What follows belongs to an exercise in optimizing a design on an open flow for small area; a production flow would make more cautious choices. Function was checked by simulation only, so behaviour that the tests miss may differ from the original.

<file path="config.mk">
export PLATFORM = sky130hd
export DESIGN_NAME = con_5x5
export DESIGN_NICKNAME = con_5x5
export VERILOG_FILES = /design/flow/design.v
export SDC_FILE = /design/flow/constraint.sdc
export NUM_CORES = 4
export LEC_CHECK = 0
export ABC_AREA = 1
export CAP_MARGIN = 20
export CORE_MARGIN = 2
export CORE_UTILIZATION = 40
export SLEW_MARGIN = 20
</file>
<file path="constraint.sdc">
create_clock -name core_clock -period 14.0 [get_ports {clk}]
set_input_delay 2.8000 -clock core_clock [delete_from_list [all_inputs] [get_ports {clk}]]
set_output_delay 2.8000 -clock core_clock [all_outputs]
set_load 0.01 [all_outputs]
</file>
<file path="design.v">
`timescale 1ns/1ns
module con_5x5(
	input rst_n,
	input clk,
	input ena,
	input [15:0] data,
	output reg valid,
	output reg finish,
	output [15:0] result
	);
	reg [3:0] core_num;
	reg [7:0] pics_num;
	reg [1:0] pics_num_add;
	always @(posedge clk or negedge rst_n) begin
		if (!rst_n) begin
			core_num <= 4'h0;
			pics_num <= 8'h0;
			pics_num_add <= 2'b00;
			finish <= 1'b0;
		end
		else if (ena) begin
			if (core_num < 4'h9)
				core_num <= core_num + 1'b1;
			else if (core_num == 4'h9) begin
				pics_num <= pics_num + 1'b1;
				if (pics_num > 8'h8)
					pics_num_add <= (pics_num_add == 2'd3) ? 2'd1 : pics_num_add + 1'b1;
			end
		end
		else if (pics_num > 8'h50 && pics_num < 8'h55) begin
			pics_num <= pics_num + 1'b1;
			case (pics_num_add)
				2'd3: pics_num_add <= 2'd1;
				2'd2: pics_num_add <= 2'd3;
				2'd1: pics_num_add <= 2'd2;
				default: pics_num_add <= 2'd0;
			endcase
			finish <= (pics_num == 8'h54);
		end
		else begin
			pics_num <= 8'h0;
			pics_num_add <= 2'd0;
			core_num <= 4'h9;
			finish <= 1'b0;
		end
	end
	always @(posedge clk or negedge rst_n) begin
		if (!rst_n) valid <= 1'b0;
		else valid <= (pics_num_add == 2'd3);
	end
	reg [15:0] kr [0:2][0:2];
	reg [1:0] kph;
	wire kload = ena && (core_num < 4'h9);
	integer q;
	always @(posedge clk) begin
		for (q = 0; q < 3; q = q + 1) begin
			kr[q][0] <= kr[q][1];
			kr[q][1] <= kr[q][2];
			kr[q][2] <= (kload && core_num >= 3*q && core_num < 3*q+3) ? data : kr[q][0];
		end
		kph <= (kload && core_num == 4'd8) ? 2'd0 : (kph == 2'd0) ? 2'd1 : (kph == 2'd1) ? 2'd2 : 2'd0;
	end
	reg [15:0] b0, b1, b2;
	always @(posedge clk) begin
		b0 <= data;
		b1 <= b0;
		b2 <= b1;
	end
	wire mv = (pics_num_add == 2'd3) ? (pics_num <= 8'd81)
		: (pics_num == 8'd3 || pics_num == 8'd6 || pics_num == 8'd9);
	wire mdown = (pics_num == 8'd24 || pics_num == 8'd39 || pics_num == 8'd54 || pics_num == 8'd69);
	wire mleft = (pics_num >= 8'd27 && pics_num <= 8'd36) || (pics_num >= 8'd57 && pics_num <= 8'd66);
	reg [15:0] pr [0:2][0:2];
	wire [15:0] nw [0:2];
	assign nw[0] = b2;
	assign nw[1] = b1;
	assign nw[2] = b0;
	integer i;
	always @(posedge clk) begin
		for (i = 0; i < 3; i = i + 1) begin
			if (!mv) begin
				pr[i][0] <= pr[i][1];
				pr[i][1] <= pr[i][2];
				pr[i][2] <= pr[i][0];
			end
			else if (mdown) begin
				if (i == 2) begin
					pr[i][0] <= nw[0];
					pr[i][1] <= nw[1];
					pr[i][2] <= nw[2];
				end
				else begin
					pr[i][0] <= pr[i+1][1];
					pr[i][1] <= pr[i+1][2];
					pr[i][2] <= pr[i+1][0];
				end
			end
			else if (mleft) begin
				pr[i][0] <= nw[i];
			end
			else begin
				pr[i][0] <= pr[i][2];
				pr[i][1] <= pr[i][0];
				pr[i][2] <= nw[i];
			end
		end
	end
	reg [1:0] psel;
	always @(*) begin
		case ({kph, pics_num_add})
			{2'd0, 2'd1}, {2'd1, 2'd2}, {2'd2, 2'd3}: psel = 2'd0;
			{2'd1, 2'd1}, {2'd2, 2'd2}, {2'd0, 2'd3}: psel = 2'd1;
			default: psel = 2'd2;
		endcase
	end
	reg [15:0] ka [0:2];
	reg [15:0] pa [0:2];
	always @(*) begin
		for (i = 0; i < 3; i = i + 1) begin
			ka[i] = kr[i][0];
			case (psel)
				2'd0: pa[i] = pr[i][0];
				2'd1: pa[i] = pr[i][1];
				default: pa[i] = pr[i][2];
			endcase
		end
	end
	wire [15:0] t0, t1, t2;
	bmul m0(.a(ka[0]), .b(pa[0]), .t(t0));
	bmul m1(.a(ka[1]), .b(pa[1]), .t(t1));
	bmul m2(.a(ka[2]), .b(pa[2]), .t(t2));
	reg [15:0] acc;
	wire keep = pics_num_add[1];
	always @(posedge clk)
		acc <= (keep ? acc : 16'h0) + t0 + t1 + t2;
	assign result = acc;
endmodule
module bmul(input [15:0] a, input [15:0] b, output [15:0] t);
  wire b8000 = b[15] & ~(|b[14:0]);
  wire b4000 = b[14] & ~(|b[13:0]);
  wire one0 = a[0] ^ 1'b0;
  wire two0 = (a[1] & ~a[0] & ~1'b0) | (~a[1] & a[0] & 1'b0);
  wire neg0 = a[1] & ~(b8000 | (two0 & b4000));
  wire w_n1 = neg0 ^ (one0 & b[0]);
  wire w_n2 = neg0 ^ ((one0 & b[1]) | (two0 & b[0]));
  wire w_n3 = neg0 ^ ((one0 & b[2]) | (two0 & b[1]));
  wire w_n4 = neg0 ^ ((one0 & b[3]) | (two0 & b[2]));
  wire w_n5 = neg0 ^ ((one0 & b[4]) | (two0 & b[3]));
  wire w_n6 = neg0 ^ ((one0 & b[5]) | (two0 & b[4]));
  wire w_n7 = neg0 ^ ((one0 & b[6]) | (two0 & b[5]));
  wire w_n8 = neg0 ^ ((one0 & b[7]) | (two0 & b[6]));
  wire w_n9 = neg0 ^ ((one0 & b[8]) | (two0 & b[7]));
  wire w_n10 = neg0 ^ ((one0 & b[9]) | (two0 & b[8]));
  wire w_n11 = neg0 ^ ((one0 & b[10]) | (two0 & b[9]));
  wire w_n12 = neg0 ^ ((one0 & b[11]) | (two0 & b[10]));
  wire w_n13 = neg0 ^ ((one0 & b[12]) | (two0 & b[11]));
  wire w_n14 = neg0 ^ ((one0 & b[13]) | (two0 & b[12]));
  wire w_n15 = neg0 ^ ((one0 & b[14]) | (two0 & b[13]));
  wire w_n16 = ~(neg0 ^ ((one0 & b[15]) | (two0 & b[14])));
  wire one1 = a[2] ^ a[1];
  wire two1 = (a[3] & ~a[2] & ~a[1]) | (~a[3] & a[2] & a[1]);
  wire neg1 = a[3] & ~(b8000 | (two1 & b4000));
  wire w_n17 = neg1 ^ (one1 & b[0]);
  wire w_n18 = neg1 ^ ((one1 & b[1]) | (two1 & b[0]));
  wire w_n19 = neg1 ^ ((one1 & b[2]) | (two1 & b[1]));
  wire w_n20 = neg1 ^ ((one1 & b[3]) | (two1 & b[2]));
  wire w_n21 = neg1 ^ ((one1 & b[4]) | (two1 & b[3]));
  wire w_n22 = neg1 ^ ((one1 & b[5]) | (two1 & b[4]));
  wire w_n23 = neg1 ^ ((one1 & b[6]) | (two1 & b[5]));
  wire w_n24 = neg1 ^ ((one1 & b[7]) | (two1 & b[6]));
  wire w_n25 = neg1 ^ ((one1 & b[8]) | (two1 & b[7]));
  wire w_n26 = neg1 ^ ((one1 & b[9]) | (two1 & b[8]));
  wire w_n27 = neg1 ^ ((one1 & b[10]) | (two1 & b[9]));
  wire w_n28 = neg1 ^ ((one1 & b[11]) | (two1 & b[10]));
  wire w_n29 = neg1 ^ ((one1 & b[12]) | (two1 & b[11]));
  wire w_n30 = neg1 ^ ((one1 & b[13]) | (two1 & b[12]));
  wire w_n31 = neg1 ^ ((one1 & b[14]) | (two1 & b[13]));
  wire w_n32 = ~(neg1 ^ ((one1 & b[15]) | (two1 & b[14])));
  wire one2 = a[4] ^ a[3];
  wire two2 = (a[5] & ~a[4] & ~a[3]) | (~a[5] & a[4] & a[3]);
  wire neg2 = a[5] & ~(b8000 | (two2 & b4000));
  wire w_n33 = neg2 ^ (one2 & b[0]);
  wire w_n34 = neg2 ^ ((one2 & b[1]) | (two2 & b[0]));
  wire w_n35 = neg2 ^ ((one2 & b[2]) | (two2 & b[1]));
  wire w_n36 = neg2 ^ ((one2 & b[3]) | (two2 & b[2]));
  wire w_n37 = neg2 ^ ((one2 & b[4]) | (two2 & b[3]));
  wire w_n38 = neg2 ^ ((one2 & b[5]) | (two2 & b[4]));
  wire w_n39 = neg2 ^ ((one2 & b[6]) | (two2 & b[5]));
  wire w_n40 = neg2 ^ ((one2 & b[7]) | (two2 & b[6]));
  wire w_n41 = neg2 ^ ((one2 & b[8]) | (two2 & b[7]));
  wire w_n42 = neg2 ^ ((one2 & b[9]) | (two2 & b[8]));
  wire w_n43 = neg2 ^ ((one2 & b[10]) | (two2 & b[9]));
  wire w_n44 = neg2 ^ ((one2 & b[11]) | (two2 & b[10]));
  wire w_n45 = neg2 ^ ((one2 & b[12]) | (two2 & b[11]));
  wire w_n46 = neg2 ^ ((one2 & b[13]) | (two2 & b[12]));
  wire w_n47 = neg2 ^ ((one2 & b[14]) | (two2 & b[13]));
  wire w_n48 = ~(neg2 ^ ((one2 & b[15]) | (two2 & b[14])));
  wire one3 = a[6] ^ a[5];
  wire two3 = (a[7] & ~a[6] & ~a[5]) | (~a[7] & a[6] & a[5]);
  wire neg3 = a[7] & ~(b8000 | (two3 & b4000));
  wire w_n49 = neg3 ^ (one3 & b[0]);
  wire w_n50 = neg3 ^ ((one3 & b[1]) | (two3 & b[0]));
  wire w_n51 = neg3 ^ ((one3 & b[2]) | (two3 & b[1]));
  wire w_n52 = neg3 ^ ((one3 & b[3]) | (two3 & b[2]));
  wire w_n53 = neg3 ^ ((one3 & b[4]) | (two3 & b[3]));
  wire w_n54 = neg3 ^ ((one3 & b[5]) | (two3 & b[4]));
  wire w_n55 = neg3 ^ ((one3 & b[6]) | (two3 & b[5]));
  wire w_n56 = neg3 ^ ((one3 & b[7]) | (two3 & b[6]));
  wire w_n57 = neg3 ^ ((one3 & b[8]) | (two3 & b[7]));
  wire w_n58 = neg3 ^ ((one3 & b[9]) | (two3 & b[8]));
  wire w_n59 = neg3 ^ ((one3 & b[10]) | (two3 & b[9]));
  wire w_n60 = neg3 ^ ((one3 & b[11]) | (two3 & b[10]));
  wire w_n61 = neg3 ^ ((one3 & b[12]) | (two3 & b[11]));
  wire w_n62 = neg3 ^ ((one3 & b[13]) | (two3 & b[12]));
  wire w_n63 = neg3 ^ ((one3 & b[14]) | (two3 & b[13]));
  wire w_n64 = ~(neg3 ^ ((one3 & b[15]) | (two3 & b[14])));
  wire one4 = a[8] ^ a[7];
  wire two4 = (a[9] & ~a[8] & ~a[7]) | (~a[9] & a[8] & a[7]);
  wire neg4 = a[9] & ~(b8000 | (two4 & b4000));
  wire w_n65 = neg4 ^ (one4 & b[0]);
  wire w_n66 = neg4 ^ ((one4 & b[1]) | (two4 & b[0]));
  wire w_n67 = neg4 ^ ((one4 & b[2]) | (two4 & b[1]));
  wire w_n68 = neg4 ^ ((one4 & b[3]) | (two4 & b[2]));
  wire w_n69 = neg4 ^ ((one4 & b[4]) | (two4 & b[3]));
  wire w_n70 = neg4 ^ ((one4 & b[5]) | (two4 & b[4]));
  wire w_n71 = neg4 ^ ((one4 & b[6]) | (two4 & b[5]));
  wire w_n72 = neg4 ^ ((one4 & b[7]) | (two4 & b[6]));
  wire w_n73 = neg4 ^ ((one4 & b[8]) | (two4 & b[7]));
  wire w_n74 = neg4 ^ ((one4 & b[9]) | (two4 & b[8]));
  wire w_n75 = neg4 ^ ((one4 & b[10]) | (two4 & b[9]));
  wire w_n76 = neg4 ^ ((one4 & b[11]) | (two4 & b[10]));
  wire w_n77 = neg4 ^ ((one4 & b[12]) | (two4 & b[11]));
  wire w_n78 = neg4 ^ ((one4 & b[13]) | (two4 & b[12]));
  wire w_n79 = neg4 ^ ((one4 & b[14]) | (two4 & b[13]));
  wire w_n80 = ~(neg4 ^ ((one4 & b[15]) | (two4 & b[14])));
  wire one5 = a[10] ^ a[9];
  wire two5 = (a[11] & ~a[10] & ~a[9]) | (~a[11] & a[10] & a[9]);
  wire neg5 = a[11] & ~(b8000 | (two5 & b4000));
  wire w_n81 = neg5 ^ (one5 & b[0]);
  wire w_n82 = neg5 ^ ((one5 & b[1]) | (two5 & b[0]));
  wire w_n83 = neg5 ^ ((one5 & b[2]) | (two5 & b[1]));
  wire w_n84 = neg5 ^ ((one5 & b[3]) | (two5 & b[2]));
  wire w_n85 = neg5 ^ ((one5 & b[4]) | (two5 & b[3]));
  wire w_n86 = neg5 ^ ((one5 & b[5]) | (two5 & b[4]));
  wire w_n87 = neg5 ^ ((one5 & b[6]) | (two5 & b[5]));
  wire w_n88 = neg5 ^ ((one5 & b[7]) | (two5 & b[6]));
  wire w_n89 = neg5 ^ ((one5 & b[8]) | (two5 & b[7]));
  wire w_n90 = neg5 ^ ((one5 & b[9]) | (two5 & b[8]));
  wire w_n91 = neg5 ^ ((one5 & b[10]) | (two5 & b[9]));
  wire w_n92 = neg5 ^ ((one5 & b[11]) | (two5 & b[10]));
  wire w_n93 = neg5 ^ ((one5 & b[12]) | (two5 & b[11]));
  wire w_n94 = neg5 ^ ((one5 & b[13]) | (two5 & b[12]));
  wire w_n95 = neg5 ^ ((one5 & b[14]) | (two5 & b[13]));
  wire w_n96 = ~(neg5 ^ ((one5 & b[15]) | (two5 & b[14])));
  wire one6 = a[12] ^ a[11];
  wire two6 = (a[13] & ~a[12] & ~a[11]) | (~a[13] & a[12] & a[11]);
  wire neg6 = a[13] & ~(b8000 | (two6 & b4000));
  wire w_n97 = neg6 ^ (one6 & b[0]);
  wire w_n98 = neg6 ^ ((one6 & b[1]) | (two6 & b[0]));
  wire w_n99 = neg6 ^ ((one6 & b[2]) | (two6 & b[1]));
  wire w_n100 = neg6 ^ ((one6 & b[3]) | (two6 & b[2]));
  wire w_n101 = neg6 ^ ((one6 & b[4]) | (two6 & b[3]));
  wire w_n102 = neg6 ^ ((one6 & b[5]) | (two6 & b[4]));
  wire w_n103 = neg6 ^ ((one6 & b[6]) | (two6 & b[5]));
  wire w_n104 = neg6 ^ ((one6 & b[7]) | (two6 & b[6]));
  wire w_n105 = neg6 ^ ((one6 & b[8]) | (two6 & b[7]));
  wire w_n106 = neg6 ^ ((one6 & b[9]) | (two6 & b[8]));
  wire w_n107 = neg6 ^ ((one6 & b[10]) | (two6 & b[9]));
  wire w_n108 = neg6 ^ ((one6 & b[11]) | (two6 & b[10]));
  wire w_n109 = neg6 ^ ((one6 & b[12]) | (two6 & b[11]));
  wire w_n110 = neg6 ^ ((one6 & b[13]) | (two6 & b[12]));
  wire w_n111 = neg6 ^ ((one6 & b[14]) | (two6 & b[13]));
  wire w_n112 = ~(neg6 ^ ((one6 & b[15]) | (two6 & b[14])));
  wire one7 = a[14] ^ a[13];
  wire two7 = (a[15] & ~a[14] & ~a[13]) | (~a[15] & a[14] & a[13]);
  wire neg7 = a[15] & ~(b8000 | (two7 & b4000));
  wire w_n113 = neg7 ^ (one7 & b[0]);
  wire w_n114 = neg7 ^ ((one7 & b[1]) | (two7 & b[0]));
  wire w_n115 = neg7 ^ ((one7 & b[2]) | (two7 & b[1]));
  wire w_n116 = neg7 ^ ((one7 & b[3]) | (two7 & b[2]));
  wire w_n117 = neg7 ^ ((one7 & b[4]) | (two7 & b[3]));
  wire w_n118 = neg7 ^ ((one7 & b[5]) | (two7 & b[4]));
  wire w_n119 = neg7 ^ ((one7 & b[6]) | (two7 & b[5]));
  wire w_n120 = neg7 ^ ((one7 & b[7]) | (two7 & b[6]));
  wire w_n121 = neg7 ^ ((one7 & b[8]) | (two7 & b[7]));
  wire w_n122 = neg7 ^ ((one7 & b[9]) | (two7 & b[8]));
  wire w_n123 = neg7 ^ ((one7 & b[10]) | (two7 & b[9]));
  wire w_n124 = neg7 ^ ((one7 & b[11]) | (two7 & b[10]));
  wire w_n125 = neg7 ^ ((one7 & b[12]) | (two7 & b[11]));
  wire w_n126 = neg7 ^ ((one7 & b[13]) | (two7 & b[12]));
  wire w_n127 = neg7 ^ ((one7 & b[14]) | (two7 & b[13]));
  wire w_n128 = ~(neg7 ^ ((one7 & b[15]) | (two7 & b[14])));
  wire w_n129 = w_n11 ^ w_n25;
  wire w_n130 = w_n11 & w_n25;
  wire w_n131 = w_n12 ^ w_n26;
  wire w_n132 = w_n12 & w_n26;
  wire w_n133 = w_n13 ^ w_n27 ^ w_n41;
  wire w_n134 = (w_n13 & w_n27) | (w_n13 & w_n41) | (w_n27 & w_n41);
  wire w_n135 = w_n55 ^ w_n69;
  wire w_n136 = w_n55 & w_n69;
  wire w_n137 = w_n14 ^ w_n28 ^ w_n42;
  wire w_n138 = (w_n14 & w_n28) | (w_n14 & w_n42) | (w_n28 & w_n42);
  wire w_n139 = w_n56 ^ w_n70;
  wire w_n140 = w_n56 & w_n70;
  wire w_n141 = w_n15 ^ w_n29 ^ w_n43;
  wire w_n142 = (w_n15 & w_n29) | (w_n15 & w_n43) | (w_n29 & w_n43);
  wire w_n143 = w_n57 ^ w_n71 ^ w_n85;
  wire w_n144 = (w_n57 & w_n71) | (w_n57 & w_n85) | (w_n71 & w_n85);
  wire w_n145 = w_n99 ^ w_n113;
  wire w_n146 = w_n99 & w_n113;
  wire w_n147 = w_n16 ^ w_n30 ^ w_n44;
  wire w_n148 = (w_n16 & w_n30) | (w_n16 & w_n44) | (w_n30 & w_n44);
  wire w_n149 = w_n58 ^ w_n72 ^ w_n86;
  wire w_n150 = (w_n58 & w_n72) | (w_n58 & w_n86) | (w_n72 & w_n86);
  wire w_n151 = w_n100 ^ w_n114 ^ 1'b1;
  wire w_n152 = (w_n100 & w_n114) | (w_n100 & 1'b1) | (w_n114 & 1'b1);
  wire w_n153 = w_n31 ^ w_n45 ^ w_n59;
  wire w_n154 = (w_n31 & w_n45) | (w_n31 & w_n59) | (w_n45 & w_n59);
  wire w_n155 = w_n73 ^ w_n87 ^ w_n101;
  wire w_n156 = (w_n73 & w_n87) | (w_n73 & w_n101) | (w_n87 & w_n101);
  wire w_n157 = w_n115 ^ 1'b1;
  wire w_n158 = w_n115 & 1'b1;
  wire w_n159 = w_n32 ^ w_n46 ^ w_n60;
  wire w_n160 = (w_n32 & w_n46) | (w_n32 & w_n60) | (w_n46 & w_n60);
  wire w_n161 = w_n74 ^ w_n88 ^ w_n102;
  wire w_n162 = (w_n74 & w_n88) | (w_n74 & w_n102) | (w_n88 & w_n102);
  wire w_n163 = w_n47 ^ w_n61 ^ w_n75;
  wire w_n164 = (w_n47 & w_n61) | (w_n47 & w_n75) | (w_n61 & w_n75);
  wire w_n165 = w_n89 ^ w_n103;
  wire w_n166 = w_n89 & w_n103;
  wire w_n167 = w_n48 ^ w_n62 ^ w_n76;
  wire w_n168 = (w_n48 & w_n62) | (w_n48 & w_n76) | (w_n62 & w_n76);
  wire w_n169 = w_n63 ^ w_n77;
  wire w_n170 = w_n63 & w_n77;
  wire w_n171 = w_n7 ^ w_n21;
  wire w_n172 = w_n7 & w_n21;
  wire w_n173 = w_n8 ^ w_n22;
  wire w_n174 = w_n8 & w_n22;
  wire w_n175 = w_n9 ^ w_n23 ^ w_n37;
  wire w_n176 = (w_n9 & w_n23) | (w_n9 & w_n37) | (w_n23 & w_n37);
  wire w_n177 = w_n51 ^ w_n65;
  wire w_n178 = w_n51 & w_n65;
  wire w_n179 = w_n10 ^ w_n24 ^ w_n38;
  wire w_n180 = (w_n10 & w_n24) | (w_n10 & w_n38) | (w_n24 & w_n38);
  wire w_n181 = w_n52 ^ w_n66;
  wire w_n182 = w_n52 & w_n66;
  wire w_n183 = w_n129 ^ w_n39 ^ w_n53;
  wire w_n184 = (w_n129 & w_n39) | (w_n129 & w_n53) | (w_n39 & w_n53);
  wire w_n185 = w_n67 ^ w_n81 ^ neg5;
  wire w_n186 = (w_n67 & w_n81) | (w_n67 & neg5) | (w_n81 & neg5);
  wire w_n187 = w_n130 ^ w_n131 ^ w_n40;
  wire w_n188 = (w_n130 & w_n131) | (w_n130 & w_n40) | (w_n131 & w_n40);
  wire w_n189 = w_n54 ^ w_n68 ^ w_n82;
  wire w_n190 = (w_n54 & w_n68) | (w_n54 & w_n82) | (w_n68 & w_n82);
  wire w_n191 = w_n132 ^ w_n133 ^ w_n135;
  wire w_n192 = (w_n132 & w_n133) | (w_n132 & w_n135) | (w_n133 & w_n135);
  wire w_n193 = w_n83 ^ w_n97 ^ neg6;
  wire w_n194 = (w_n83 & w_n97) | (w_n83 & neg6) | (w_n97 & neg6);
  wire w_n195 = w_n134 ^ w_n136 ^ w_n137;
  wire w_n196 = (w_n134 & w_n136) | (w_n134 & w_n137) | (w_n136 & w_n137);
  wire w_n197 = w_n139 ^ w_n84 ^ w_n98;
  wire w_n198 = (w_n139 & w_n84) | (w_n139 & w_n98) | (w_n84 & w_n98);
  wire w_n199 = w_n138 ^ w_n140 ^ w_n141;
  wire w_n200 = (w_n138 & w_n140) | (w_n138 & w_n141) | (w_n140 & w_n141);
  wire w_n201 = w_n143 ^ w_n145 ^ neg7;
  wire w_n202 = (w_n143 & w_n145) | (w_n143 & neg7) | (w_n145 & neg7);
  wire w_n203 = w_n142 ^ w_n144 ^ w_n146;
  wire w_n204 = (w_n142 & w_n144) | (w_n142 & w_n146) | (w_n144 & w_n146);
  wire w_n205 = w_n147 ^ w_n149 ^ w_n151;
  wire w_n206 = (w_n147 & w_n149) | (w_n147 & w_n151) | (w_n149 & w_n151);
  wire w_n207 = w_n148 ^ w_n150 ^ w_n152;
  wire w_n208 = (w_n148 & w_n150) | (w_n148 & w_n152) | (w_n150 & w_n152);
  wire w_n209 = w_n153 ^ w_n155 ^ w_n157;
  wire w_n210 = (w_n153 & w_n155) | (w_n153 & w_n157) | (w_n155 & w_n157);
  wire w_n211 = w_n154 ^ w_n156 ^ w_n158;
  wire w_n212 = (w_n154 & w_n156) | (w_n154 & w_n158) | (w_n156 & w_n158);
  wire w_n213 = w_n159 ^ w_n161 ^ w_n116;
  wire w_n214 = (w_n159 & w_n161) | (w_n159 & w_n116) | (w_n161 & w_n116);
  wire w_n215 = w_n160 ^ w_n162 ^ w_n163;
  wire w_n216 = (w_n160 & w_n162) | (w_n160 & w_n163) | (w_n162 & w_n163);
  wire w_n217 = w_n165 ^ w_n117 ^ 1'b1;
  wire w_n218 = (w_n165 & w_n117) | (w_n165 & 1'b1) | (w_n117 & 1'b1);
  wire w_n219 = w_n164 ^ w_n166 ^ w_n167;
  wire w_n220 = (w_n164 & w_n166) | (w_n164 & w_n167) | (w_n166 & w_n167);
  wire w_n221 = w_n90 ^ w_n104 ^ w_n118;
  wire w_n222 = (w_n90 & w_n104) | (w_n90 & w_n118) | (w_n104 & w_n118);
  wire w_n223 = w_n168 ^ w_n169 ^ w_n91;
  wire w_n224 = (w_n168 & w_n169) | (w_n168 & w_n91) | (w_n169 & w_n91);
  wire w_n225 = w_n105 ^ w_n119 ^ 1'b1;
  wire w_n226 = (w_n105 & w_n119) | (w_n105 & 1'b1) | (w_n119 & 1'b1);
  wire w_n227 = w_n170 ^ w_n64 ^ w_n78;
  wire w_n228 = (w_n170 & w_n64) | (w_n170 & w_n78) | (w_n64 & w_n78);
  wire w_n229 = w_n92 ^ w_n106 ^ w_n120;
  wire w_n230 = (w_n92 & w_n106) | (w_n92 & w_n120) | (w_n106 & w_n120);
  wire w_n231 = w_n79 ^ w_n93 ^ w_n107;
  wire w_n232 = (w_n79 & w_n93) | (w_n79 & w_n107) | (w_n93 & w_n107);
  wire w_n233 = w_n121 ^ 1'b1;
  wire w_n234 = w_n121 & 1'b1;
  wire w_n235 = w_n80 ^ w_n94 ^ w_n108;
  wire w_n236 = (w_n80 & w_n94) | (w_n80 & w_n108) | (w_n94 & w_n108);
  wire w_n237 = w_n95 ^ w_n109;
  wire w_n238 = w_n95 & w_n109;
  wire w_n239 = w_n5 ^ w_n19;
  wire w_n240 = w_n5 & w_n19;
  wire w_n241 = w_n6 ^ w_n20;
  wire w_n242 = w_n6 & w_n20;
  wire w_n243 = w_n171 ^ w_n35 ^ w_n49;
  wire w_n244 = (w_n171 & w_n35) | (w_n171 & w_n49) | (w_n35 & w_n49);
  wire w_n245 = w_n172 ^ w_n173 ^ w_n36;
  wire w_n246 = (w_n172 & w_n173) | (w_n172 & w_n36) | (w_n173 & w_n36);
  wire w_n247 = w_n174 ^ w_n175 ^ w_n177;
  wire w_n248 = (w_n174 & w_n175) | (w_n174 & w_n177) | (w_n175 & w_n177);
  wire w_n249 = w_n176 ^ w_n178 ^ w_n179;
  wire w_n250 = (w_n176 & w_n178) | (w_n176 & w_n179) | (w_n178 & w_n179);
  wire w_n251 = w_n180 ^ w_n182 ^ w_n183;
  wire w_n252 = (w_n180 & w_n182) | (w_n180 & w_n183) | (w_n182 & w_n183);
  wire w_n253 = w_n184 ^ w_n186 ^ w_n187;
  wire w_n254 = (w_n184 & w_n186) | (w_n184 & w_n187) | (w_n186 & w_n187);
  wire w_n255 = w_n188 ^ w_n190 ^ w_n191;
  wire w_n256 = (w_n188 & w_n190) | (w_n188 & w_n191) | (w_n190 & w_n191);
  wire w_n257 = w_n192 ^ w_n194 ^ w_n195;
  wire w_n258 = (w_n192 & w_n194) | (w_n192 & w_n195) | (w_n194 & w_n195);
  wire w_n259 = w_n196 ^ w_n198 ^ w_n199;
  wire w_n260 = (w_n196 & w_n198) | (w_n196 & w_n199) | (w_n198 & w_n199);
  wire w_n261 = w_n200 ^ w_n202 ^ w_n203;
  wire w_n262 = (w_n200 & w_n202) | (w_n200 & w_n203) | (w_n202 & w_n203);
  wire w_n263 = w_n204 ^ w_n206 ^ w_n207;
  wire w_n264 = (w_n204 & w_n206) | (w_n204 & w_n207) | (w_n206 & w_n207);
  wire w_n265 = w_n208 ^ w_n210 ^ w_n211;
  wire w_n266 = (w_n208 & w_n210) | (w_n208 & w_n211) | (w_n210 & w_n211);
  wire w_n267 = w_n212 ^ w_n214 ^ w_n215;
  wire w_n268 = (w_n212 & w_n214) | (w_n212 & w_n215) | (w_n214 & w_n215);
  wire w_n269 = w_n216 ^ w_n218 ^ w_n219;
  wire w_n270 = (w_n216 & w_n218) | (w_n216 & w_n219) | (w_n218 & w_n219);
  wire w_n271 = w_n220 ^ w_n222 ^ w_n223;
  wire w_n272 = (w_n220 & w_n222) | (w_n220 & w_n223) | (w_n222 & w_n223);
  wire w_n273 = w_n224 ^ w_n226 ^ w_n227;
  wire w_n274 = (w_n224 & w_n226) | (w_n224 & w_n227) | (w_n226 & w_n227);
  wire w_n275 = w_n228 ^ w_n230 ^ w_n231;
  wire w_n276 = (w_n228 & w_n230) | (w_n228 & w_n231) | (w_n230 & w_n231);
  wire w_n277 = w_n232 ^ w_n234 ^ w_n235;
  wire w_n278 = (w_n232 & w_n234) | (w_n232 & w_n235) | (w_n234 & w_n235);
  wire w_n279 = w_n236 ^ w_n237 ^ w_n123;
  wire w_n280 = (w_n236 & w_n237) | (w_n236 & w_n123) | (w_n237 & w_n123);
  wire w_n281 = w_n238 ^ w_n96 ^ w_n110;
  wire w_n282 = (w_n238 & w_n96) | (w_n238 & w_n110) | (w_n96 & w_n110);
  wire w_n283 = w_n111 ^ w_n125;
  wire w_n284 = w_n111 & w_n125;
  wire w_n285 = w_n3 ^ w_n17;
  wire w_n286 = w_n3 & w_n17;
  wire w_n287 = w_n4 ^ w_n18;
  wire w_n288 = w_n4 & w_n18;
  wire w_n289 = w_n239 ^ w_n33 ^ neg2;
  wire w_n290 = (w_n239 & w_n33) | (w_n239 & neg2) | (w_n33 & neg2);
  wire w_n291 = w_n240 ^ w_n241 ^ w_n34;
  wire w_n292 = (w_n240 & w_n241) | (w_n240 & w_n34) | (w_n241 & w_n34);
  wire w_n293 = w_n242 ^ w_n243 ^ neg3;
  wire w_n294 = (w_n242 & w_n243) | (w_n242 & neg3) | (w_n243 & neg3);
  wire w_n295 = w_n244 ^ w_n245 ^ w_n50;
  wire w_n296 = (w_n244 & w_n245) | (w_n244 & w_n50) | (w_n245 & w_n50);
  wire w_n297 = w_n246 ^ w_n247 ^ neg4;
  wire w_n298 = (w_n246 & w_n247) | (w_n246 & neg4) | (w_n247 & neg4);
  wire w_n299 = w_n248 ^ w_n249 ^ w_n181;
  wire w_n300 = (w_n248 & w_n249) | (w_n248 & w_n181) | (w_n249 & w_n181);
  wire w_n301 = w_n250 ^ w_n251 ^ w_n185;
  wire w_n302 = (w_n250 & w_n251) | (w_n250 & w_n185) | (w_n251 & w_n185);
  wire w_n303 = w_n252 ^ w_n253 ^ w_n189;
  wire w_n304 = (w_n252 & w_n253) | (w_n252 & w_n189) | (w_n253 & w_n189);
  wire w_n305 = w_n254 ^ w_n255 ^ w_n193;
  wire w_n306 = (w_n254 & w_n255) | (w_n254 & w_n193) | (w_n255 & w_n193);
  wire w_n307 = w_n256 ^ w_n257 ^ w_n197;
  wire w_n308 = (w_n256 & w_n257) | (w_n256 & w_n197) | (w_n257 & w_n197);
  wire w_n309 = w_n258 ^ w_n259 ^ w_n201;
  wire w_n310 = (w_n258 & w_n259) | (w_n258 & w_n201) | (w_n259 & w_n201);
  wire w_n311 = w_n260 ^ w_n261 ^ w_n205;
  wire w_n312 = (w_n260 & w_n261) | (w_n260 & w_n205) | (w_n261 & w_n205);
  wire w_n313 = w_n262 ^ w_n263 ^ w_n209;
  wire w_n314 = (w_n262 & w_n263) | (w_n262 & w_n209) | (w_n263 & w_n209);
  wire w_n315 = w_n264 ^ w_n265 ^ w_n213;
  wire w_n316 = (w_n264 & w_n265) | (w_n264 & w_n213) | (w_n265 & w_n213);
  wire w_n317 = w_n266 ^ w_n267 ^ w_n217;
  wire w_n318 = (w_n266 & w_n267) | (w_n266 & w_n217) | (w_n267 & w_n217);
  wire w_n319 = w_n268 ^ w_n269 ^ w_n221;
  wire w_n320 = (w_n268 & w_n269) | (w_n268 & w_n221) | (w_n269 & w_n221);
  wire w_n321 = w_n270 ^ w_n271 ^ w_n225;
  wire w_n322 = (w_n270 & w_n271) | (w_n270 & w_n225) | (w_n271 & w_n225);
  wire w_n323 = w_n272 ^ w_n273 ^ w_n229;
  wire w_n324 = (w_n272 & w_n273) | (w_n272 & w_n229) | (w_n273 & w_n229);
  wire w_n325 = w_n274 ^ w_n275 ^ w_n233;
  wire w_n326 = (w_n274 & w_n275) | (w_n274 & w_n233) | (w_n275 & w_n233);
  wire w_n327 = w_n276 ^ w_n277 ^ w_n122;
  wire w_n328 = (w_n276 & w_n277) | (w_n276 & w_n122) | (w_n277 & w_n122);
  wire w_n329 = w_n278 ^ w_n279 ^ 1'b1;
  wire w_n330 = (w_n278 & w_n279) | (w_n278 & 1'b1) | (w_n279 & 1'b1);
  wire w_n331 = w_n280 ^ w_n281 ^ w_n124;
  wire w_n332 = (w_n280 & w_n281) | (w_n280 & w_n124) | (w_n281 & w_n124);
  wire w_n333 = w_n282 ^ w_n283 ^ 1'b1;
  wire w_n334 = (w_n282 & w_n283) | (w_n282 & 1'b1) | (w_n283 & 1'b1);
  wire w_n335 = w_n284 ^ w_n112 ^ w_n126;
  wire w_n336 = (w_n284 & w_n112) | (w_n284 & w_n126) | (w_n112 & w_n126);
  wire w_n337 = w_n127 ^ 1'b1;
  wire w_n338 = w_n127 & 1'b1;
  wire w_n339 = w_n1 & neg0;
  wire w_n340 = w_n2 & w_n339;
  wire w_n341 = (w_n285 & neg1) | (w_n285 & w_n340) | (neg1 & w_n340);
  wire w_n342 = (w_n286 & w_n287) | (w_n286 & w_n341) | (w_n287 & w_n341);
  wire w_n343 = (w_n288 & w_n289) | (w_n288 & w_n342) | (w_n289 & w_n342);
  wire w_n344 = (w_n290 & w_n291) | (w_n290 & w_n343) | (w_n291 & w_n343);
  wire w_n345 = (w_n292 & w_n293) | (w_n292 & w_n344) | (w_n293 & w_n344);
  wire w_n346 = (w_n294 & w_n295) | (w_n294 & w_n345) | (w_n295 & w_n345);
  wire w_n347 = (w_n296 & w_n297) | (w_n296 & w_n346) | (w_n297 & w_n346);
  wire w_n348 = (w_n298 & w_n299) | (w_n298 & w_n347) | (w_n299 & w_n347);
  wire w_n349 = (w_n300 & w_n301) | (w_n300 & w_n348) | (w_n301 & w_n348);
  wire w_n350 = (w_n302 & w_n303) | (w_n302 & w_n349) | (w_n303 & w_n349);
  wire w_n351 = w_n304 ^ w_n305 ^ w_n350;
  wire w_n352 = (w_n304 & w_n305) | (w_n304 & w_n350) | (w_n305 & w_n350);
  wire w_n353 = w_n306 ^ w_n307 ^ w_n352;
  wire w_n354 = (w_n306 & w_n307) | (w_n306 & w_n352) | (w_n307 & w_n352);
  wire w_n355 = w_n308 ^ w_n309 ^ w_n354;
  wire w_n356 = (w_n308 & w_n309) | (w_n308 & w_n354) | (w_n309 & w_n354);
  wire w_n357 = w_n310 ^ w_n311 ^ w_n356;
  wire w_n358 = (w_n310 & w_n311) | (w_n310 & w_n356) | (w_n311 & w_n356);
  wire w_n359 = w_n312 ^ w_n313 ^ w_n358;
  wire w_n360 = (w_n312 & w_n313) | (w_n312 & w_n358) | (w_n313 & w_n358);
  wire w_n361 = w_n314 ^ w_n315 ^ w_n360;
  wire w_n362 = (w_n314 & w_n315) | (w_n314 & w_n360) | (w_n315 & w_n360);
  wire w_n363 = w_n316 ^ w_n317 ^ w_n362;
  wire w_n364 = (w_n316 & w_n317) | (w_n316 & w_n362) | (w_n317 & w_n362);
  wire w_n365 = w_n318 ^ w_n319 ^ w_n364;
  wire w_n366 = (w_n318 & w_n319) | (w_n318 & w_n364) | (w_n319 & w_n364);
  wire w_n367 = w_n320 ^ w_n321 ^ w_n366;
  wire w_n368 = (w_n320 & w_n321) | (w_n320 & w_n366) | (w_n321 & w_n366);
  wire w_n369 = w_n322 ^ w_n323 ^ w_n368;
  wire w_n370 = (w_n322 & w_n323) | (w_n322 & w_n368) | (w_n323 & w_n368);
  wire w_n371 = w_n324 ^ w_n325 ^ w_n370;
  wire w_n372 = (w_n324 & w_n325) | (w_n324 & w_n370) | (w_n325 & w_n370);
  wire w_n373 = w_n326 ^ w_n327 ^ w_n372;
  wire w_n374 = (w_n326 & w_n327) | (w_n326 & w_n372) | (w_n327 & w_n372);
  wire w_n375 = w_n328 ^ w_n329 ^ w_n374;
  wire w_n376 = (w_n328 & w_n329) | (w_n328 & w_n374) | (w_n329 & w_n374);
  wire w_n377 = w_n330 ^ w_n331 ^ w_n376;
  wire w_n378 = (w_n330 & w_n331) | (w_n330 & w_n376) | (w_n331 & w_n376);
  wire w_n379 = w_n332 ^ w_n333 ^ w_n378;
  wire w_n380 = (w_n332 & w_n333) | (w_n332 & w_n378) | (w_n333 & w_n378);
  wire w_n381 = (w_n334 & w_n335) | (w_n334 & w_n380) | (w_n335 & w_n380);
  wire w_n382 = (w_n336 & w_n337) | (w_n336 & w_n381) | (w_n337 & w_n381);
  wire w_n383 = (w_n338 & w_n128) | (w_n338 & w_n382) | (w_n128 & w_n382);
  wire w_n384 = 1'b1 ^ w_n383;
  assign t = {w_n384, w_n379, w_n377, w_n375, w_n373, w_n371, w_n369, w_n367, w_n365, w_n363, w_n361, w_n359, w_n357, w_n355, w_n353, w_n351};
endmodule
</file>
<file path="run.sh">
#!/bin/bash
# synth_recipe.tcl (not shown) runs the flow's synth.tcl, then flattens the netlist and writes it again
# the make line also repeats each setting of config.mk as NAME=value (left out here)
make -C /OpenROAD-flow-scripts/flow DESIGN_CONFIG=/design/flow/config.mk WORK_HOME=/design/flow/orfs CLKGATE_MAP_FILE= SYNTH_SCRIPT=/design/flow/synth_recipe.tcl finish
</file>
==> results_dict.tcl, run 1 <==
set metrics [dict create \
    outcome "finished clean" \
    gate_count_after_technology_mapping 3709 \
    die_span_in_x_um 283 \
    hp-class "reg -> reg" \
    reg2reg_to "acc[15]" \
    synthMostInstantiatedCell "inv_1" \
    antenna_found_initial 4 \
    setup-violations-final 0 \
    yosys_warnings 9 \
    io_buffer_count 36 \
    io_pins 37 \
    highest_achievable_clock_rate_ghz 0.0754 \
    crit-reg2reg-launch "pics_num_add[0]" \
    yosysSeqAreaShare_pct 27.2 \
    setup_slack_ns 0.742 \
    number_of_buffers_inserted_during_clock_tree_synthesis 41 \
    post-route-drc-count 0 \
    tightestPinTransition_ns 1.04 \
    firstDrtPassIters 9 \
    timing.critical_path.slowest_cell_delay_ns 0.55 \
    hold_viol 0 \
    count_of_flip_flops_with_a_built_in_enable_after_synthesis 96 \
    initial_standard_cell_utilization_of_the_core_pct 40.2 \
    placed_cells_incl_taps 4616 \
    netlist-cell-type-count 53 \
    cts_root_buf "clkbuf_16" \
    synth_flop_cell "dfxtp_1" \
    worst-r2r-cell-count 47 \
    tritoncts "built" \
    timing.critical_path.mode_cell "fa_1" \
    critPathArrivalTime_ns 13.73 \
    drv_slew 0 \
    design.final.nets 4064 \
    worst_slew_margin_rel_pct 30.7 \
    final_cell_count_no_fill 4717 \
    tns_ns 0 \
    worst_hold_path_startpoint "kr[7][12]" \
    critPathKind "reg -> reg" \
    htree_num_levels 2 \
    critical_path_required_ns 14.47 \
    cp_slowest_cell "fa_1" \
    yosys.area.top_type_share_pct 19.7 \
    clock_tree.buffer_depth 3 \
    dieHeight_um 283 \
    antenna_cells_inserted 0 \
    syn_area_per_cell_um2 8.38 \
    clock_latency_ns 0.57 \
    post-dp-hpwl_mm 62.3 \
    crit_path_max_fanout 27 \
    cts.clk_slew.worst_paths_ns 0.06 \
    initialDrtViolationCount 2335 \
    ys_top_cells_by_count "574 x inv_1, 509 x nand2_1, 397 x o22ai_1" \
    placementRows 102 \
    grt_start_max_net_pins 104 \
    whs_path_depth 0 \
    netlist_area_um2 31100 \
    synth-seq-cells 370 \
    ff2ff_setup_slack_ns 0.74 \
    die-area_um2 79900 \
    synth_area_leader_cell "fa_1" \
    vias_per_cell 5.33 \
    final_core_util_pct 44.1 \
    critical_path.endpoint_type "register" \
    syn_to_final_growth_pct 9.55 \
    rsz0062_at_grt "no" \
    ys_top_cells_by_area "fa_1 20%, dfxtp_1 17%, edfxtp_1 9.3%" \
    placeableCoreArea_um2 77200 \
    grt_pass1_wl_mm 138 \
    finalClockSkew_ns 0.0202 \
    drive_above_1_share_pct 6.47 \
    track_usage_pct 21.8 \
    final.period_utilization_pct 94.7 \
    hold_path_end "kr[6][12]" \
    ys_async_sr_fraction_pct 4.32 \
    ant_nets 0 \
    gp_routability_congestion 0.887 \
    worstSetupStartpointType "register" \
    cts_sinks 370 \
    via_count 25100 \
    timing.max_cap.violations 0 \
    route.detailed.wl_per_inst_um 18.3 \
    place_worst_setup_slack_ns 0.221 \
    grt_remaining_overflow 0 \
    drt_wl_total_mm 86.5 \
    grt_pass1_vias 24500 \
    mappedNetlistNets 4129 \
    finalCriticalPeriod_ns 13.26 \
]
==> sequential cells by signal (all words and copies together), names as in the netlist, 4 cells and up <==
| register | cells |
|---|---|
| kr | 144 |
| b2 | 16 |
| b0 | 16 |
| acc | 16 |
| pics_num | 8 |
| b1 | 16 |
| core_num | 4 |
| pr | 144 |
==> layout make-up <==
| type | count | area [µm²] |
|---|---|---|
| fillers | 7590 | 43200 |
| flip-flops and latches | 370 | 8450 |
| clock buffers | 54 | 1190 |
| inverters | 580 | 2180 |
| repair buffers | 110 | 953 |
| clock inverters | 22 | 288 |
| multi-input cells | 2541 | 19700 |
| well taps | 1040 | 1300 |
==> worst max-delay path by stage <==
stage,from,depth (start not counted),end,slack [ns]
finish,pics_num_add[0],47,acc[15],0.74
global route,pics_num_add[1],48,acc[15],0.02
CTS,pics_num_add[1],52,acc[15],0.18
global placement,pics_num_add[1],52,acc[15],0.31
detailed placement,pics_num_add[1],52,acc[15],0.22
floorplan,pics_num_add[1],55,acc[15],1.07
==> placed cells by master, fill, tap and decap left out, drive strengths merged, types with 3 or more instances in the layout <==
cell type and instances:
bufinv 5, dfxtp 258, a21oi 80, nand3b 4
and2 3, fa 306, xor2 234, a31oi 75
xnor2 154, o21ai 234, ha 95, o22ai 397
inv 586, nand3 122, clkdlybuf4s50 36, buf 73
nand2 535, edfxtp 96, clkinvlp 3, nand4 4
nor3 8, clkinv 8, clkbuf 55, nor2 246
dfrtp 16, a22oi 8, mux2 15, or2 3
==> what timing repair did <==
action / CTS / global route
resized for setup: 0 / 26
endpoints found under the setup margin: 0 / 2
hold buffers: 0 / 0
buffers inserted: 0 / 23
==> routing by layer <==
layer	vias to the layer above	GRT usage, %	part of all wire [%]	wire length (µm)
met5	-	0	0	0
li1	12000	-	-	-
met4	0	8.23	3.7	3230
met3	127	2.56	5.5	4800
met2	801	35.0	46	39500
met1	12200	30.2	45	38900
==> worst max-delay path: cells and delay by family (launching register included) <==
kind	cells	cell delay [ns]
XOR/XNOR	1	0.12
adder cells (fa/ha/maj)	23	9.15
AND/OR/NAND/NOR	9	1.16
buffers and inverters	10	1.35
AO/OA/AOI/OAI	4	0.95
flip-flops	1	0.41
==> per-stage QoR <==
step	hold WS, ns	instance area, µm²
floorplan	0.310	31100
global placement	0.310	32200
detailed placement	0.312	32200
CTS	0.309	33700
global route	0.313	34000
finish	0.310	34000
==> kinds of logic (layout without fill, tap and decap cells) <==
family | after synthesis | in the layout | synth area share (%)
and+or+nand+nor | 929 | 930 | 12.6
AOI/OAI and AO/OA | 805 | 805 | 15.1
buffers and inverters | 799 | 766 | 10.0
adders and majority gates | 403 | 403 | 23.6
xor gates and xnor gates | 388 | 388 | 10.9
DFF | 370 | 370 | 27.2
muxes | 15 | 15 | 0.544
==> run 2, diff against run 1 <==
--- a/config.mk
+++ b/config.mk
@@ -9,4 +9,6 @@
 export CAP_MARGIN = 20
 export CORE_MARGIN = 2
 export CORE_UTILIZATION = 40
+export CTS_CLUSTER_DIAMETER = 150
+export CTS_CLUSTER_SIZE = 20
 export SLEW_MARGIN = 20
==> results_dict.tcl, run 2 <==
set metrics [dict create \
    yosys_warnings 9 \
    critical_path.endpoint_type "register" \
    mostFrequentLayoutCell "inv_1" \
    worst_slew_margin_rel_pct 31.6 \
    synthMostInstantiatedCell "inv_1" \
    ys_top_cells_by_count "574 x inv_1, 509 x nand2_1, 397 x o22ai_1" \
    placementRows 102 \
    setup-violations-final 0 \
    cp_slowest_cell "fa_1" \
    vias_per_cell 5.37 \
    worst-r2r-cell-count 52 \
    route.detailed.wl_per_inst_um 18.4 \
    cp_top_family "adder cells" \
    cts_sinks 370 \
    placed_cells_incl_taps 4616 \
    track_usage_pct 21.6 \
    ant_nets 0 \
    synth_area_leader_cell "fa_1" \
    drv_slew 0 \
    drt-met1-wl_mm 38.6 \
    fillCellCount 7659 \
    drive_above_1_share_pct 5.33 \
    final-seq-area_um2 8450 \
    yosys.area.top_type_share_pct 19.7 \
    multi_input_comb_area_um2 19700 \
    reg2reg_to "acc[15]" \
    postPlaceCellArea_um2 32200 \
    ys_top_cells_by_area "fa_1 20%, dfxtp_1 17%, edfxtp_1 9.3%" \
    tightestPinTransition_ns 1.03 \
    timing.critical_path.mode_cell "fa_1" \
    reg.largest.list "kr: 144 flops, pr: 144 flops" \
    route.met2.wl_mm 39.9 \
    gp_routability_congestion 0.887 \
    routed.top_layer "met4" \
    synth-seq-cells 370 \
    final_cell_count_no_fill 4680 \
    most-common-layout-cells "573 x inv_1, 504 x nand2_1, 397 x o22ai_1" \
    syn_to_final_growth_pct 7.02 \
    final_core_util_pct 43.1 \
    final.period_utilization_pct 94.6 \
    grt_pass1_wl_mm 137 \
    setup_slack_ns 0.752 \
    highest_achievable_clock_rate_ghz 0.0755 \
    io_buffer_count 36 \
    grt_pass1_vias 24200 \
    crit_buf_inv 11 \
    tritoncts "built" \
    finish.instance_area_um2 33200 \
    finalClockSkew_ns 0.0297 \
    hold_viol 0 \
    timing.critical_path.slowest_cell_delay_ns 0.55 \
    cts_root_buf "clkbuf_16" \
    worstSetupStartpointType "register" \
    antenna_cells_inserted 0 \
    place_worst_setup_slack_ns 0.221 \
    worstSetupStartpoint "pics_num_add[1]" \
    critPathKind "reg -> reg" \
    placeableCoreArea_um2 77200 \
    hold_path_end "kr[6][15]" \
    hp-class "reg -> reg" \
    outcome "finished clean" \
    clock_tree.buffer_depth 3 \
    crit-reg2reg-launch "pics_num_add[1]" \
    firstDrtPassIters 6 \
    io_pins 37 \
    mappedNetlistNets 4129 \
    finalCriticalPeriod_ns 13.25 \
    die_span_in_x_um 283 \
    number_of_buffers_inserted_during_clock_tree_synthesis 23 \
    via_count 25100 \
    die-area_um2 79900 \
    dieHeight_um 283 \
    design.final.nets 4046 \
    critical_path_required_ns 14.47 \
    count_of_flip_flops_with_a_built_in_enable_after_synthesis 96 \
    yosysSeqAreaShare_pct 27.2 \
    crit_path_max_fanout 24 \
    post-route-drc-count 0 \
    ys_async_sr_fraction_pct 4.32 \
    antenna_found_initial 4 \
    cts_stage_hold_buffer_count 0 \
    worst_hold_path_startpoint "kr[7][15]" \
    grt_remaining_overflow 0 \
    timing.max_cap.violations 0 \
    critPathArrivalTime_ns 13.72 \
    drt_wl_total_mm 86.1 \
    synth_flop_cell "dfxtp_1" \
    cts.clk_slew.worst_paths_ns 0.10 \
    initialDrtViolationCount 2386 \
    netlist_area_um2 31100 \
    grt_start_max_net_pins 104 \
    post-dp-hpwl_mm 62.3 \
    syn_area_per_cell_um2 8.38 \
    met3_length_mm 4.76 \
    clock_latency_ns 0.57 \
    ff2ff_setup_slack_ns 0.75 \
    htree_num_levels 1 \
    whs_path_depth 0 \
    gate_count_after_technology_mapping 3709 \
    initial_standard_cell_utilization_of_the_core_pct 40.2 \
    netlist-cell-type-count 53 \
]
## run 2: cell families after synthesis
kind of cell    synth area share [%]
simple gates                    12.6
compound gates                  15.1
flops                           27.2
xor+xnor                        10.9
buf+inv                         10.0
mux                            0.544
fa+ha+maj                       23.6
## run 2: layout make-up
class / instances / area share, %
Multi-Input combinational cell: 2541 / 59.2
Sequential cell: 370 / 25.4
Inverter: 580 / 6.56
Tap cell: 1040 / 3.91
Timing Repair Buffer: 110 / 2.92
Clock buffer: 36 / 1.91
Clock inverter: 3 / 0.124
## run 2: timing repair
item	4_1_cts	5_1_grt
endpoints found under the hold margin	0	0
gates resized for setup	0	25
setup buffers	0	22
endpoints found under the setup margin	0	2
## run 2: layer usage
metal | vias up | track usage, %
met5 | - | 0
li1 | 11900 | -
met2 | 790 | 35.2
met3 | 108 | 1.88
met1 | 12300 | 30.3
met4 | 0 | 7.03
## run 2: worst reg2reg max path, delay by kind of cell, from the launching register on
family / cells / cell delay [ns]
flip-flops: 1 / 0.41
XOR/XNOR: 1 / 0.28
AND/OR/NAND/NOR: 15 / 1.85
AO/OA/AOI/OAI: 3 / 0.56
adder cells (fa/ha/maj): 22 / 8.97
buffers and inverters: 11 / 1.13
## run 2: worst max path at each step
stage              end  slack [ns]  cells past startpoint
2_1_floorplan  acc[15]        1.07                     55
3_3_place_gp   acc[15]        0.31                     52
3_5_place_dp   acc[15]        0.22                     52
4_1_cts        acc[15]        0.18                     52
5_1_grt        acc[15]       -0.01                     53
6_report       acc[15]        0.75                     52
## run 2: per-stage QoR
step	setup TNS (ns)	hold WS [ns]
after detailed placement	0	0.312
after global routing	-0.0140	0.318
final	0	0.313
after floorplan	0	0.310
after CTS	0	0.308
after global placement	0	0.310
==> run 3, diff against run 2 <==
--- a/design.v
+++ b/design.v
@@ -106,11 +106,11 @@
 		end
 	end
 	reg [1:0] psel;
-	always @(*) begin
+	always @(posedge clk) begin
 		case ({kph, pics_num_add})
-			{2'd0, 2'd1}, {2'd1, 2'd2}, {2'd2, 2'd3}: psel = 2'd0;
-			{2'd1, 2'd1}, {2'd2, 2'd2}, {2'd0, 2'd3}: psel = 2'd1;
-			default: psel = 2'd2;
+			{2'd2, 2'd0}, {2'd0, 2'd1}, {2'd1, 2'd2}, {2'd2, 2'd3}: psel <= 2'd0;
+			{2'd0, 2'd0}, {2'd1, 2'd1}, {2'd2, 2'd2}, {2'd0, 2'd3}: psel <= 2'd1;
+			default: psel <= 2'd2;
 		endcase
 	end
 	reg [15:0] ka [0:2];
==> results_dict.tcl, run 3 <==
set metrics [dict create \
    syn_to_final_growth_pct 5.65 \
    synth_fa_ha_area_share_pct 23.4 \
    critical_path_required_ns 14.45 \
    critical_path.endpoint_type "register" \
    netlist_area_um2 31300 \
    synth_area_leader_cell "fa_1" \
    route.detailed.wl_per_inst_um 18.5 \
    timing.critical_path.mode_cell "fa_1" \
    netlist-cell-type-count 49 \
    drive_above_1_share_pct 3.42 \
    finalClockSkew_ns 0.0502 \
    met3_length_mm 5.55 \
    hold_viol 0 \
    synth-compound-area-share_pct 16.1 \
    clock_latency_ns 0.57 \
    placed_cells_incl_taps 4689 \
    timing.critical_path.slowest_cell_delay_ns 0.54 \
    post-route-drc-count 0 \
    grt_pass1_vias 24100 \
    cp_slowest_cell "fa_1" \
    placementRows 102 \
    synth-seq-cells 372 \
    synth.area.mux_share_pct 0.0719 \
    yosys.area.top_type_share_pct 19.6 \
    mostFrequentLayoutCell "inv_1" \
    post-dp-hpwl_mm 64.6 \
    outcome "finished clean" \
    final.period_utilization_pct 93.8 \
    vias_per_cell 5.34 \
    clock_tree.buffer_depth 3 \
    setup-violations-final 0 \
    synth_xor_area_share_pct 10.7 \
    track_usage_pct 21.4 \
    die_span_in_x_um 284 \
    firstDrtPassIters 7 \
    highest_achievable_clock_rate_ghz 0.0761 \
    gp_routability_congestion 0.882 \
    routed.top_layer "met4" \
    htree_num_levels 1 \
    io_buffer_count 36 \
    worst_slew_margin_rel_pct 28.3 \
    design.final.nets 4095 \
    grt_remaining_overflow 0 \
    cts_sinks 372 \
    mappedNetlistNets 4214 \
    crit_path_max_fanout 23 \
    route.met2.wl_mm 39.1 \
    synth_simple_gate_area_share_pct 12.2 \
    dieHeight_um 284 \
    syn_area_per_cell_um2 8.25 \
    ant_nets 0 \
    synthMostInstantiatedCell "inv_1" \
    initial_standard_cell_utilization_of_the_core_pct 40.4 \
    number_of_buffers_inserted_during_clock_tree_synthesis 22 \
    cts.clk_slew.worst_paths_ns 0.10 \
    whs_path_depth 0 \
    gate_count_after_technology_mapping 3794 \
    timing.max_cap.violations 0 \
    count_of_flip_flops_with_a_built_in_enable_after_synthesis 96 \
    worst-r2r-cell-count 49 \
    ys_top_cells_by_count "613 x inv_1, 534 x nand2_1, 354 x o22ai_1" \
    critPathKind "reg -> reg" \
    hp-class "reg -> reg" \
    die-area_um2 80500 \
    rsz0062_at_grt "no" \
    worstSetupStartpointType "register" \
    ys_top_cells_by_area "fa_1 20%, dfxtp_1 17%, edfxtp_1 9.2%" \
    ys_async_sr_fraction_pct 4.30 \
    grt_start_max_net_pins 99 \
    final_cell_count_no_fill 4730 \
    critPathArrivalTime_ns 13.59 \
    via_count 25300 \
    reg.largest.list "kr: 144 flops, pr: 144 flops" \
    yosys_warnings 9 \
    io_pins 37 \
    finalCriticalPeriod_ns 13.14 \
    most-common-layout-cells "613 x inv_1, 531 x nand2_1, 354 x o22ai_1" \
    cts_root_buf "clkbuf_16" \
    initialDrtViolationCount 2511 \
    drv_slew 0 \
    synth_top_family_by_area "adder cells" \
    tightestPinTransition_ns 1.08 \
    placeableCoreArea_um2 77500 \
    drt_wl_total_mm 87.4 \
    antenna_found_initial 1 \
    yosysSeqAreaShare_pct 27.1 \
    cts_stage_hold_buffer_count 0 \
    grt_pass1_wl_mm 138 \
    synth_flop_cell "dfxtp_1" \
    drt-met1-wl_mm 40.3 \
    tns_ns 0 \
    tritoncts "built" \
]
==> run 3: cell types whose count changed after synthesis, moves of 5 or more <==
cell,delta
nand2_1,+25
a2bb2oi_1,+8
a31oi_1,-73
inv_1,+39
o211ai_1,+42
o22ai_1,-43
a21oi_1,+138
buf_6,-5
mux2_2,-13
o21ai_0,+5
nor2_1,-35
nand2_2,-7
==> run 3: critical path: cells and delay by family (launching register included) <==
kind / cells / cell delay [ns]
AO/OA/AOI/OAI: 2 / 0.51
XOR/XNOR: 1 / 0.24
adder cells (fa/ha/maj): 22 / 8.90
buffers and inverters: 10 / 0.88
flip-flops: 1 / 0.43
AND/OR/NAND/NOR: 14 / 2.01
==> run 3: cell type report <==
cell class              count  area (µm²)
well taps                1040        1300
clock inverters             2        25.0
multi-input cells        2583       19600
repair buffers             75         677
fillers                  7744       44400
diodes                      1        2.50
clock buffers              36         613
inverters                 621        2340
flip-flops and latches    372        8490
==> run 3: path summary, 6_finish.rpt <==
check                               to  slack (ns)  startpoint
max                            acc[15]        0.86     psel[1]
min                           kr[0][3]        0.29    kr[1][3]
max reg2reg                    acc[15]        0.86     psel[1]
min reg2reg                   kr[0][3]        0.29    kr[1][3]
max in group asynchronous  core_num[3]       10.82       rst_n
min in group asynchronous  pics_num[0]        2.69       rst_n
==> run 3: timing repair <==
action                                  4_1_cts  5_1_grt
endpoints found under the setup margin        0        1
gates resized for setup                       0        8
setup buffers                                 0        1
endpoints found under the hold margin         0        0
==> run 3: logic make-up (layout without fill, tap and decap cells) <==
family                   count (synthesis)  count (layout)
AO/OA/AOI/OAI                          883             883
XOR/XNOR                               383             383
adder cells (fa/ha/maj)                401             401
buffers and inverters                  839             734
flip-flops                             372             372
multiplexers                             2               2
other                                    0               1
AND/OR/NAND/NOR                        914             914
==> run 3: stage by stage <==
stage	util, %	hold WS, ns	area, µm²	setup WS (ns)
2_1_floorplan	-	0.310	31300	2.02
3_3_place_gp	41.8	0.310	32400	0.600
3_5_place_dp	41.8	0.312	32400	0.486
4_1_cts	42.6	0.284	33000	0.430
5_1_grt	42.7	0.318	33100	0.0337
6_report	42.7	0.287	33100	0.862
==> run 3: per-layer routing <==
metal  global-route usage [%]  vias to the layer above
met1                     31.4                    12200
met5                        0                        -
met3                     2.48                       97
met4                     6.16                        0
li1                         -                    12100
met2                     32.9                      889

## what the ideal ports hide
How much do the figures lean on ideal ports? The routed layouts below were timed once more, with nothing changed but the port constraints. Step 1 (the two cells are an assumption about what drives the block):
set clk [get_ports {clk}]
set_driving_cell -lib_cell sky130_fd_sc_hd__clkbuf_16 $clk
set_driving_cell -lib_cell sky130_fd_sc_hd__buf_2 [delete_from_list [all_inputs] $clk]
Step 2 times the ports against the registers' clock, not the clock port: input delays grow and output delays shrink by t, the midpoint of the rising clock arrivals with the driver on. Slacks: ideal / step 1 / step 2; pairs: ideal / step 1.
run | t (ns) | setup WS [ns] | hold WS [ns] | clock arrival spread, ns | pins driven straight from the clock port
run 1 | 0.619 | 0.742 / 0.742 / 0.742 | 0.310 / 0.310 / 0.310 | 0.024 / 0.023 | 1
run 2 | 0.607 | 0.752 / 0.752 / 0.752 | 0.313 / 0.313 / 0.313 | 0.030 / 0.029 | 1
run 3 | 0.605 | 0.862 / 0.862 / 0.862 | 0.287 / 0.287 / 0.287 | 0.056 / 0.056 | 1
After both steps setup and hold are still met in every run listed.
